This design comes from an exercise in tuning for small area, a short achievable clock period and few clock cycles per item on the open sky130 flow, not from production work. In this exercise RTL edits were held to simulation tests only and were not proved equivalent to the original.

==> branch quartz: inputs <==
==> flow/design.v (excerpt) <==
module seqpolar(i_clk, i_reset, i_stb, i_xval, i_yval, i_aux, o_busy,
		o_done, o_mag, o_phase, o_aux);
	input	wire		i_clk, i_reset, i_stb;
	input	wire	[28:0]	i_xval, i_yval;
	input	wire		i_aux;
	output	wire		o_busy;
	output	reg		o_done;
	output	wire	[25:0]	o_mag;
	output	wire	[25:0]	o_phase;
	output	reg		o_aux;
	reg		busy;
	reg		rot;		 
	reg	[5:0]	k;		 
	reg	[5:0]	kn;		 
	reg	[33:0]	xv;		 
	reg	[39:1]	yn;		 
	reg	[35:1]	ph;		 
	wire	sx = i_xval[28], sy = i_yval[28];
	wire	[33:0]	ex = { {1{sx}}, i_xval, 4'b0 };
	wire	[39:1]	ey = { {7{sy}}, i_yval, 3'b0 };
	wire	[33:0]	ld_x = sx ? { {2{sx}}, i_xval, 3'b0 } : ex;
	wire	[35:1]	ld_p = { !sx, !(sx^sy), 33'h1c7c6e34f };
	wire		d = yn[39];			 
	wire	[39:0]	y0 = { yn, 1'b0 };
	wire	[39:0]	ys0 = kn[0] ? y0  : { {2{y0[39]}},  y0[39:2] };
	wire	[39:0]	ys1 = kn[1] ? ys0 : { {4{ys0[39]}}, ys0[39:4] };
	wire	[39:0]	ys2 = kn[2] ? ys1 : { {8{ys1[39]}}, ys1[39:8] };
	wire	[39:0]	ys3 = kn[3] ? ys2 : { {16{ys2[39]}}, ys2[39:16] };
	wire	[39:0]	ys4 = kn[4] ? ys3 : { {32{ys3[39]}}, ys3[39:32] };
	wire	[33:0]	ysh = kn[5] ? ys4[33:0] : {34{ys4[39]}};
	wire	[33:0]	xmask = {34{1'b1}} << k;
	wire	[33:0]	xm = xv & xmask;
	wire		last = (k == 6'd33);
	wire	[9:0]	x34 = xv[9:0] + {9'b0, d};
	wire		rnd = last && (x34[9] || (x34[7:0] != 8'd0));
	wire	[33:0]	xop = (ysh ^ {34{d}}) | {25'b0, rnd, 8'b0};
	wire	[33:0]	xa = xv & {34{!rot}};
	wire	[33:0]	xn_s_a = xa;
	wire	[33:0]	xn_s_b = xop;
	wire	[33:0]	xn_s_p = xn_s_a ^ xn_s_b;
	wire	[33:0]	xn_s_g = xn_s_a & xn_s_b;
	wire	xn_s_ci = d;
	wire xn_s_g0c = xn_s_g[0] | (xn_s_p[0] & xn_s_ci);
	wire xn_s_g0 = xn_s_g[1] | (xn_s_p[1] & xn_s_g0c);
	wire xn_s_p0 = xn_s_p[1] & xn_s_p[0];
	wire xn_s_g1 = xn_s_g[3] | (xn_s_p[3] & xn_s_g[2]);
	wire xn_s_p1 = xn_s_p[3] & xn_s_p[2];
	wire xn_s_g2 = xn_s_g[5] | (xn_s_p[5] & xn_s_g[4]);
	wire xn_s_p2 = xn_s_p[5] & xn_s_p[4];
	wire xn_s_g3 = xn_s_g[7] | (xn_s_p[7] & xn_s_g[6]);
	wire xn_s_p3 = xn_s_p[7] & xn_s_p[6];
	wire xn_s_g4 = xn_s_g[9] | (xn_s_p[9] & xn_s_g[8]);
	wire xn_s_p4 = xn_s_p[9] & xn_s_p[8];
	wire xn_s_g5 = xn_s_g[11] | (xn_s_p[11] & xn_s_g[10]);
  ...
clock: 7.0 ns
lec_check: 0
cap_margin: 20
core_margin: 2
core_utilization: 60
setup_slack_margin: 2.8
slew_margin: 20
run.sh (not shown) runs the stock make flow with config.mk's settings and CLKGATE_MAP_FILE= SYNTH_SCRIPT=/design/flow/synth_recipe.tcl, a recipe that flattens the netlist after the stock synthesis.
==> branch yarrow (differences from branch quartz) <==
- CORE_UTILIZATION: 60 -> 40
- SETUP_SLACK_MARGIN: 2.8 -> 2
==> notes <==
- Branch yarrow completed without violations. Branch quartz finished clean.
- Register-to-register slack: branch quartz is better than branch yarrow (0.25 ns).
- Clock skew is about the same in branch quartz and branch yarrow.
- Critical path depth: branch quartz is lower than branch yarrow (2).
- In branch yarrow the design area is smaller than in branch quartz, by 6.1%.
- Of branch quartz and branch yarrow, branch quartz has the higher wire length (gap about 2.5%, measured against branch yarrow).
- In branch yarrow the worst hold slack is lower than in branch quartz, by 0.0032 ns.
==> figures <==
| metric | branch yarrow | branch quartz |
|---|---|---|
| Run status | timing/DRC/antenna clean | timing/DRC/antenna clean |
| WL per Instance | 20.15 um | 21.25 um |
| Count of cells along the worst register-to-register path | 20 | 18 |
| Reg2Reg Setup Slack | 2.22 ns | 2.47 ns |
| Worst-case clock skew | 0.01436 ns | 0.01435 ns |
| Die boundary height | 181.4 um | 148.9 um |
| Setup slack at placement | 1.399 ns | 1.595 ns |
| Fraction of area in clock buffers and inverters | 3.930% | 4.127% |
| Critical path fanouts, max | 9 | 12 |
| Worst-Skew Late Latency | 0.44 ns | 0.43 ns |
| Data arrival time of the critical path | 5.07 ns | 4.81 ns |
| Reg-to-reg startpoint | kn[1]$_SDFF_PP1_ | kn[4]$_SDFF_PP1_ |
| Clock Buffer Count | 20 | 18 |
Testbench counts of branch quartz, summed over its fixed seeds: cycles 18,182, items 512.
Testbench counts of branch yarrow, summed over its fixed seeds: cycles 18,182, items 512.


==> 08-16 <==
seqpolar, a different RTL version from the one above (not shown whole).
==> flow/config.mk <==
export PLATFORM = sky130hd
export DESIGN_NAME = seqpolar
export DESIGN_NICKNAME = seqpolar
export VERILOG_FILES = /design/flow/design.v
export SDC_FILE = /design/flow/constraint.sdc
export NUM_CORES = 4
export LEC_CHECK = 0
export CAP_MARGIN = 20
export CORE_MARGIN = 2
export CORE_UTILIZATION = 40
export CTS_BUF_LIST = sky130_fd_sc_hd__clkbuf_8
export SETUP_SLACK_MARGIN = 2.5
export SLEW_MARGIN = 20
==> flow/constraint.sdc <==
create_clock -name core_clock -period 7.0 [get_ports {i_clk}]
set_input_delay 1.4000 -clock core_clock [delete_from_list [all_inputs] [get_ports {i_clk}]]
set_output_delay 1.4000 -clock core_clock [all_outputs]
set_load 0.01 [all_outputs]
standard.sh (not shown) runs the stock make flow with config.mk's settings and CLKGATE_MAP_FILE= SYNTH_SCRIPT=/design/flow/synth_recipe.tcl, a recipe that flattens the netlist after the stock synthesis.
==> flow/flow/run.sh <==
#!/bin/bash
set -euo pipefail
export BUFFER_PORTS_ARGS="-buffer_cell sky130_fd_sc_hd__buf_1"
bash standard.sh > standard_flow.log 2>&1
==> 08-11 (differences from 08-16) <==
--- a/flow/design.v
+++ b/flow/design.v
@@ -8,37 +8,31 @@
 	output	reg		o_done;
 	output	wire	[25:0]	o_mag;
 	output	wire	[25:0]	o_phase;
 	output	reg		o_aux;
 	reg		busy;
 	reg		rot;		 
 	reg	[5:0]	k;		 
-	reg	[3:0]	sa;		 
-	reg	[7:0]	sc;		 
-	reg		kbig;		 
+	reg	[5:0]	kn;		 
 	reg	[33:0]	xv;		 
 	reg	[39:1]	yn;		 
 	reg	[35:1]	ph;		 
 	wire	sx = i_xval[28], sy = i_yval[28];
 	wire	[33:0]	ex = { {1{sx}}, i_xval, 4'b0 };
 	wire	[39:1]	ey = { {7{sy}}, i_yval, 3'b0 };
 	wire	[33:0]	ld_x = sx ? { {2{sx}}, i_xval, 3'b0 } : ex;
 	wire	[35:1]	ld_p = { !sx, !(sx^sy), 33'h1c7c6e34f };
 	wire		d = yn[39];			 
-	wire	[35:0]	y0 = { yn[35:1], 1'b0 };
-	wire	[35:0]	ya0 = ({36{sa[0]}} & y0) |
-			({36{sa[1]}} & { {2{y0[35]}}, y0[35:2] }) |
-			({36{sa[2]}} & { {4{y0[35]}}, y0[35:4] }) |
-			({36{sa[3]}} & { {6{y0[35]}}, y0[35:6] });
-	wire	[35:0]	yb0 = ({36{sc[0]}} & ya0) |
-			({36{sc[1]}} & { {8{ya0[35]}}, ya0[35:8] }) |
-			({36{sc[2]}} & { {16{ya0[35]}}, ya0[35:16] }) |
-			({36{sc[3]}} & { {24{ya0[35]}}, ya0[35:24] }) |
-			({36{sc[4]}} & { {32{ya0[35]}}, ya0[35:32] });
-	wire	[33:0]	ysh = kbig ? {34{d}} : yb0[33:0];
+	wire	[39:0]	y0 = { yn, 1'b0 };
+	wire	[39:0]	ys0 = kn[0] ? y0  : { {2{y0[39]}},  y0[39:2] };
+	wire	[39:0]	ys1 = kn[1] ? ys0 : { {4{ys0[39]}}, ys0[39:4] };
+	wire	[39:0]	ys2 = kn[2] ? ys1 : { {8{ys1[39]}}, ys1[39:8] };
+	wire	[39:0]	ys3 = kn[3] ? ys2 : { {16{ys2[39]}}, ys2[39:16] };
+	wire	[39:0]	ys4 = kn[4] ? ys3 : { {32{ys3[39]}}, ys3[39:32] };
+	wire	[33:0]	ysh = kn[5] ? ys4[33:0] : {34{ys4[39]}};
 	wire	[33:0]	xmask = {34{1'b1}} << k;
 	wire	[33:0]	xm = xv & xmask;
 	wire		last = (k == 6'd33);
 	wire	[9:0]	x34 = xv[9:0] + {9'b0, d};
 	wire		rnd = last && (x34[9] || (x34[7:0] != 8'd0));
 	wire	[33:0]	xop = (ysh ^ {34{d}}) | {25'b0, rnd, 8'b0};
 	wire	[33:0]	xa = xv & {34{!rot}};
@@ -407,47 +401,47 @@
 	wire ynn_s_p91 = ynn_s_p53 & ynn_s_p86;
 	wire ynn_s_g92 = ynn_s_g54 | (ynn_s_p54 & ynn_s_g86);
 	wire ynn_s_p92 = ynn_s_p54 & ynn_s_p86;
 	wire	[38:0]	ynn_s_c = {ynn_s_g92, ynn_s_g91, ynn_s_g90, ynn_s_g89, ynn_s_g88, ynn_s_g87, ynn_s_g86, ynn_s_g85, ynn_s_g84, ynn_s_g83, ynn_s_g82, ynn_s_g81, ynn_s_g80, ynn_s_g79, ynn_s_g78, ynn_s_g77, ynn_s_g76, ynn_s_g75, ynn_s_g74, ynn_s_g73, ynn_s_g72, ynn_s_g71, ynn_s_g62, ynn_s_g61, ynn_s_g60, ynn_s_g59, ynn_s_g58, ynn_s_g57, ynn_s_g56, ynn_s_g55, ynn_s_g40, ynn_s_g39, ynn_s_g38, ynn_s_g37, ynn_s_g20, ynn_s_g19, ynn_s_g0, ynn_s_g0c, ynn_s_ci};
 	wire	[38:0]	ynn_s = ynn_s_p ^ ynn_s_c;
 	wire	[38:0]	ynn = ynn_s;
 	wire	[34:0]	ang =
-		({35{!k[5] & sc[0] & sa[1]}} & 35'h12e4051da) |
-		({35{!k[5] & sc[0] & sa[2]}} & 35'h09fb385b5) |
-		({35{!k[5] & sc[0] & sa[3]}} & 35'h051111d41) |
-		({35{!k[5] & sc[1] & sa[0]}} & 35'h028b0d430) |
-		({35{!k[5] & sc[1] & sa[1]}} & 35'h0145d7e15) |
-		({35{!k[5] & sc[1] & sa[2]}} & 35'h00a2f61e5) |
-		({35{!k[5] & sc[1] & sa[3]}} & 35'h00517c551) |
-		({35{!k[5] & sc[2] & sa[0]}} & 35'h0028be534) |
-		({35{!k[5] & sc[2] & sa[1]}} & 35'h00145f2eb) |
-		({35{!k[5] & sc[2] & sa[2]}} & 35'h000a2f980) |
-		({35{!k[5] & sc[2] & sa[3]}} & 35'h000517cc1) |
-		({35{!k[5] & sc[3] & sa[0]}} & 35'h00028be60) |
-		({35{!k[5] & sc[3] & sa[1]}} & 35'h000145f30) |
-		({35{!k[5] & sc[3] & sa[2]}} & 35'h0000a2f98) |
-		({35{!k[5] & sc[3] & sa[3]}} & 35'h0000517cc) |
-		({35{!k[5] & sc[4] & sa[0]}} & 35'h000028be6) |
-		({35{!k[5] & sc[4] & sa[1]}} & 35'h0000145f3) |
-		({35{!k[5] & sc[4] & sa[2]}} & 35'h00000a2f9) |
-		({35{!k[5] & sc[4] & sa[3]}} & 35'h00000517c) |
-		({35{!k[5] & sc[5] & sa[0]}} & 35'h0000028be) |
-		({35{!k[5] & sc[5] & sa[1]}} & 35'h00000145f) |
-		({35{!k[5] & sc[5] & sa[2]}} & 35'h000000a2f) |
-		({35{!k[5] & sc[5] & sa[3]}} & 35'h000000517) |
-		({35{!k[5] & sc[6] & sa[0]}} & 35'h00000028b) |
-		({35{!k[5] & sc[6] & sa[1]}} & 35'h000000145) |
-		({35{!k[5] & sc[6] & sa[2]}} & 35'h0000000a2) |
-		({35{!k[5] & sc[6] & sa[3]}} & 35'h000000051) |
-		({35{!k[5] & sc[7] & sa[0]}} & 35'h000000028) |
-		({35{!k[5] & sc[7] & sa[1]}} & 35'h000000014) |
-		({35{!k[5] & sc[7] & sa[2]}} & 35'h00000000a) |
-		({35{!k[5] & sc[7] & sa[3]}} & 35'h000000005) |
-		({35{k[5] & sa[0]}} & 35'h000000002) |
-		({35{k[5] & sa[1]}} & 35'h000000001);
+		({35{k == 6'd1}} & 35'h12e4051da) |
+		({35{k == 6'd2}} & 35'h09fb385b5) |
+		({35{k == 6'd3}} & 35'h051111d41) |
+		({35{k == 6'd4}} & 35'h028b0d430) |
+		({35{k == 6'd5}} & 35'h0145d7e15) |
+		({35{k == 6'd6}} & 35'h00a2f61e5) |
+		({35{k == 6'd7}} & 35'h00517c551) |
+		({35{k == 6'd8}} & 35'h0028be534) |
+		({35{k == 6'd9}} & 35'h00145f2eb) |
+		({35{k == 6'd10}} & 35'h000a2f980) |
+		({35{k == 6'd11}} & 35'h000517cc1) |
+		({35{k == 6'd12}} & 35'h00028be60) |
+		({35{k == 6'd13}} & 35'h000145f30) |
+		({35{k == 6'd14}} & 35'h0000a2f98) |
+		({35{k == 6'd15}} & 35'h0000517cc) |
+		({35{k == 6'd16}} & 35'h000028be6) |
+		({35{k == 6'd17}} & 35'h0000145f3) |
+		({35{k == 6'd18}} & 35'h00000a2f9) |
+		({35{k == 6'd19}} & 35'h00000517c) |
+		({35{k == 6'd20}} & 35'h0000028be) |
+		({35{k == 6'd21}} & 35'h00000145f) |
+		({35{k == 6'd22}} & 35'h000000a2f) |
+		({35{k == 6'd23}} & 35'h000000517) |
+		({35{k == 6'd24}} & 35'h00000028b) |
+		({35{k == 6'd25}} & 35'h000000145) |
+		({35{k == 6'd26}} & 35'h0000000a2) |
+		({35{k == 6'd27}} & 35'h000000051) |
+		({35{k == 6'd28}} & 35'h000000028) |
+		({35{k == 6'd29}} & 35'h000000014) |
+		({35{k == 6'd30}} & 35'h00000000a) |
+		({35{k == 6'd31}} & 35'h000000005) |
+		({35{k == 6'd32}} & 35'h000000002) |
+		({35{k == 6'd33}} & 35'h000000001);
 	wire	[34:0]	pn_s_a = ph;
 	wire	[34:0]	pn_s_b = (ang & {35{!d}});
 	wire	[34:0]	pn_s_p = pn_s_a ^ pn_s_b;
 	wire	[34:0]	pn_s_g = pn_s_a & pn_s_b;
 	wire	pn_s_ci = 1'b0;
 	wire pn_s_g0c = pn_s_g[0] | (pn_s_p[0] & pn_s_ci);
 	wire pn_s_g0 = pn_s_g[1] | (pn_s_p[1] & pn_s_g0c);
@@ -570,34 +564,29 @@
 	wire pn_s_p58 = pn_s_p[30] & pn_s_p42;
 	wire pn_s_g59 = pn_s_g[32] | (pn_s_p[32] & pn_s_g31);
 	wire pn_s_p59 = pn_s_p[32] & pn_s_p31;
 	wire	[34:0]	pn_s_c = {pn_s_g43, pn_s_g59, pn_s_g31, pn_s_g58, pn_s_g42, pn_s_g57, pn_s_g35, pn_s_g56, pn_s_g41, pn_s_g55, pn_s_g32, pn_s_g54, pn_s_g40, pn_s_g53, pn_s_g34, pn_s_g52, pn_s_g39, pn_s_g51, pn_s_g29, pn_s_g50, pn_s_g38, pn_s_g49, pn_s_g33, pn_s_g48, pn_s_g37, pn_s_g47, pn_s_g25, pn_s_g46, pn_s_g36, pn_s_g45, pn_s_g17, pn_s_g44, pn_s_g0, pn_s_g0c, pn_s_ci};
 	wire	[34:0]	pn_s = pn_s_p ^ pn_s_c;
 	wire	[35:1]	pn = pn_s;
 	wire	load = i_stb && !busy;
-	wire	[5:0]	knext = k + {5'd0, !rot};
 	always @(posedge i_clk)
 	begin
 		if (load) begin
 			xv <= ld_x;
 			yn <= ey;
 			rot <= sx;
 			ph <= ld_p;
 			k  <= 6'd0;
-			sa <= 4'b0001;
-			sc <= 8'b00000001;
-			kbig <= 1'b0;
+			kn <= 6'h3f;
 		end else begin
 			xv <= xn;
 			yn <= ynn;
 			ph <= pn;
-			k  <= knext;
-			sa <= 4'b0001 << knext[1:0];
-			sc <= 8'b00000001 << knext[4:2];
-			kbig <= knext >= 6'd18;
+			k  <= k + {5'd0, !rot};
+			kn <= ~(k + {5'd0, !rot});
 			rot <= 1'b0;
 		end
 	end
 	always @(posedge i_clk)
 	if (load)
 		o_aux <= i_aux;
 	always @(posedge i_clk)
==> flow/run.sh (new file) <==
#!/bin/bash
# synth_recipe.tcl (not shown) runs the flow's synth.tcl, then flattens the netlist and writes it again
# the make line also repeats each setting of config.mk as NAME=value (left out here)
make -C /OpenROAD-flow-scripts/flow DESIGN_CONFIG=/design/flow/config.mk WORK_HOME=/design/flow/orfs CLKGATE_MAP_FILE= SYNTH_SCRIPT=/design/flow/synth_recipe.tcl finish
- CORE_UTILIZATION: 40 -> 60
- CTS_BUF_LIST: sky130_fd_sc_hd__clkbuf_8 -> default
removed: flow/flow/run.sh
removed: flow/standard.sh
==> results.txt <==
                                                                         08-11        08-16
Outcome                                               timing/DRC/antenna clean  timing/DRC/antenna clean
Cell area reported after detailed placement                         13440 um^2   12740 um^2
Multiplexer fraction of the synthesized cell area                      0.06151      0.01741
Netlist area before placement                                       12590 um^2   12430 um^2
First-pass GRT wire length                                            61710 um     62460 um
Fraction of synthesized cell area taken by the top area cell type       0.1955       0.2093
Adder and majority gate portion of the synthesized area                 0.1484       0.1503
Pre-CTS setup slack                                                   1.385 ns     1.393 ns
Number of synthesized register bits                                        124          131
Number of global-route vias before repair                                11290        11540
Floorplan die area                                                  22160 um^2   32510 um^2
Antenna violations before repair                                             1            0
Fmax achieved                                                        220.6 MHz    221.2 MHz
Sink count of the clock tree                                               124          131
Fraction of area in multi-input gates                                   0.6331       0.6640
Layout cell share with drive strength beyond 1                          0.1223       0.1165
Per-cell routed wire length                                           20.62 um     19.59 um
Testbench counts of 08-16, summed over its fixed seeds: cycles 18,182, items 512.
Testbench counts of 08-11, summed over its fixed seeds: cycles 18,182, items 512.

==> port drivers added, routing unchanged <==
The flow's constraints put no driver on any port. The routed layouts listed below were extracted and timed again, unchanged, in two steps. Step 1, drivers: a clkbuf_16 drives i_clk and a buf_2 each remaining input, both assumed. Step 2 adds t to the input delays and takes it off the output delays; t is the mean of the earliest and latest rising clock arrival at the registers after step 1. Input paths then give back, and output paths get back, about the clock's delay inside the block. a / b / c = ideal ports / drivers / drivers and shift; a / b = the first two.
| run | t, ns | setup WS [ns] | slew at the worst register clock pin (ns) | pins driven straight from the clock port |
|---|---|---|---|---|
| branch quartz | 0.478 | 2.473 / 2.473 / 2.473 | 0.07 / 0.07 | 1 |
| branch yarrow | 0.486 | 2.219 / 2.219 / 2.219 | 0.07 / 0.07 | 1 |
| 08-16 | 0.522 | 2.480 / 2.480 / 2.480 | 0.10 / 0.10 | 1 |
| 08-11 | 0.477 | 2.467 / 2.467 / 2.467 | 0.07 / 0.07 | 1 |
After both steps setup and hold are still met in every run listed.
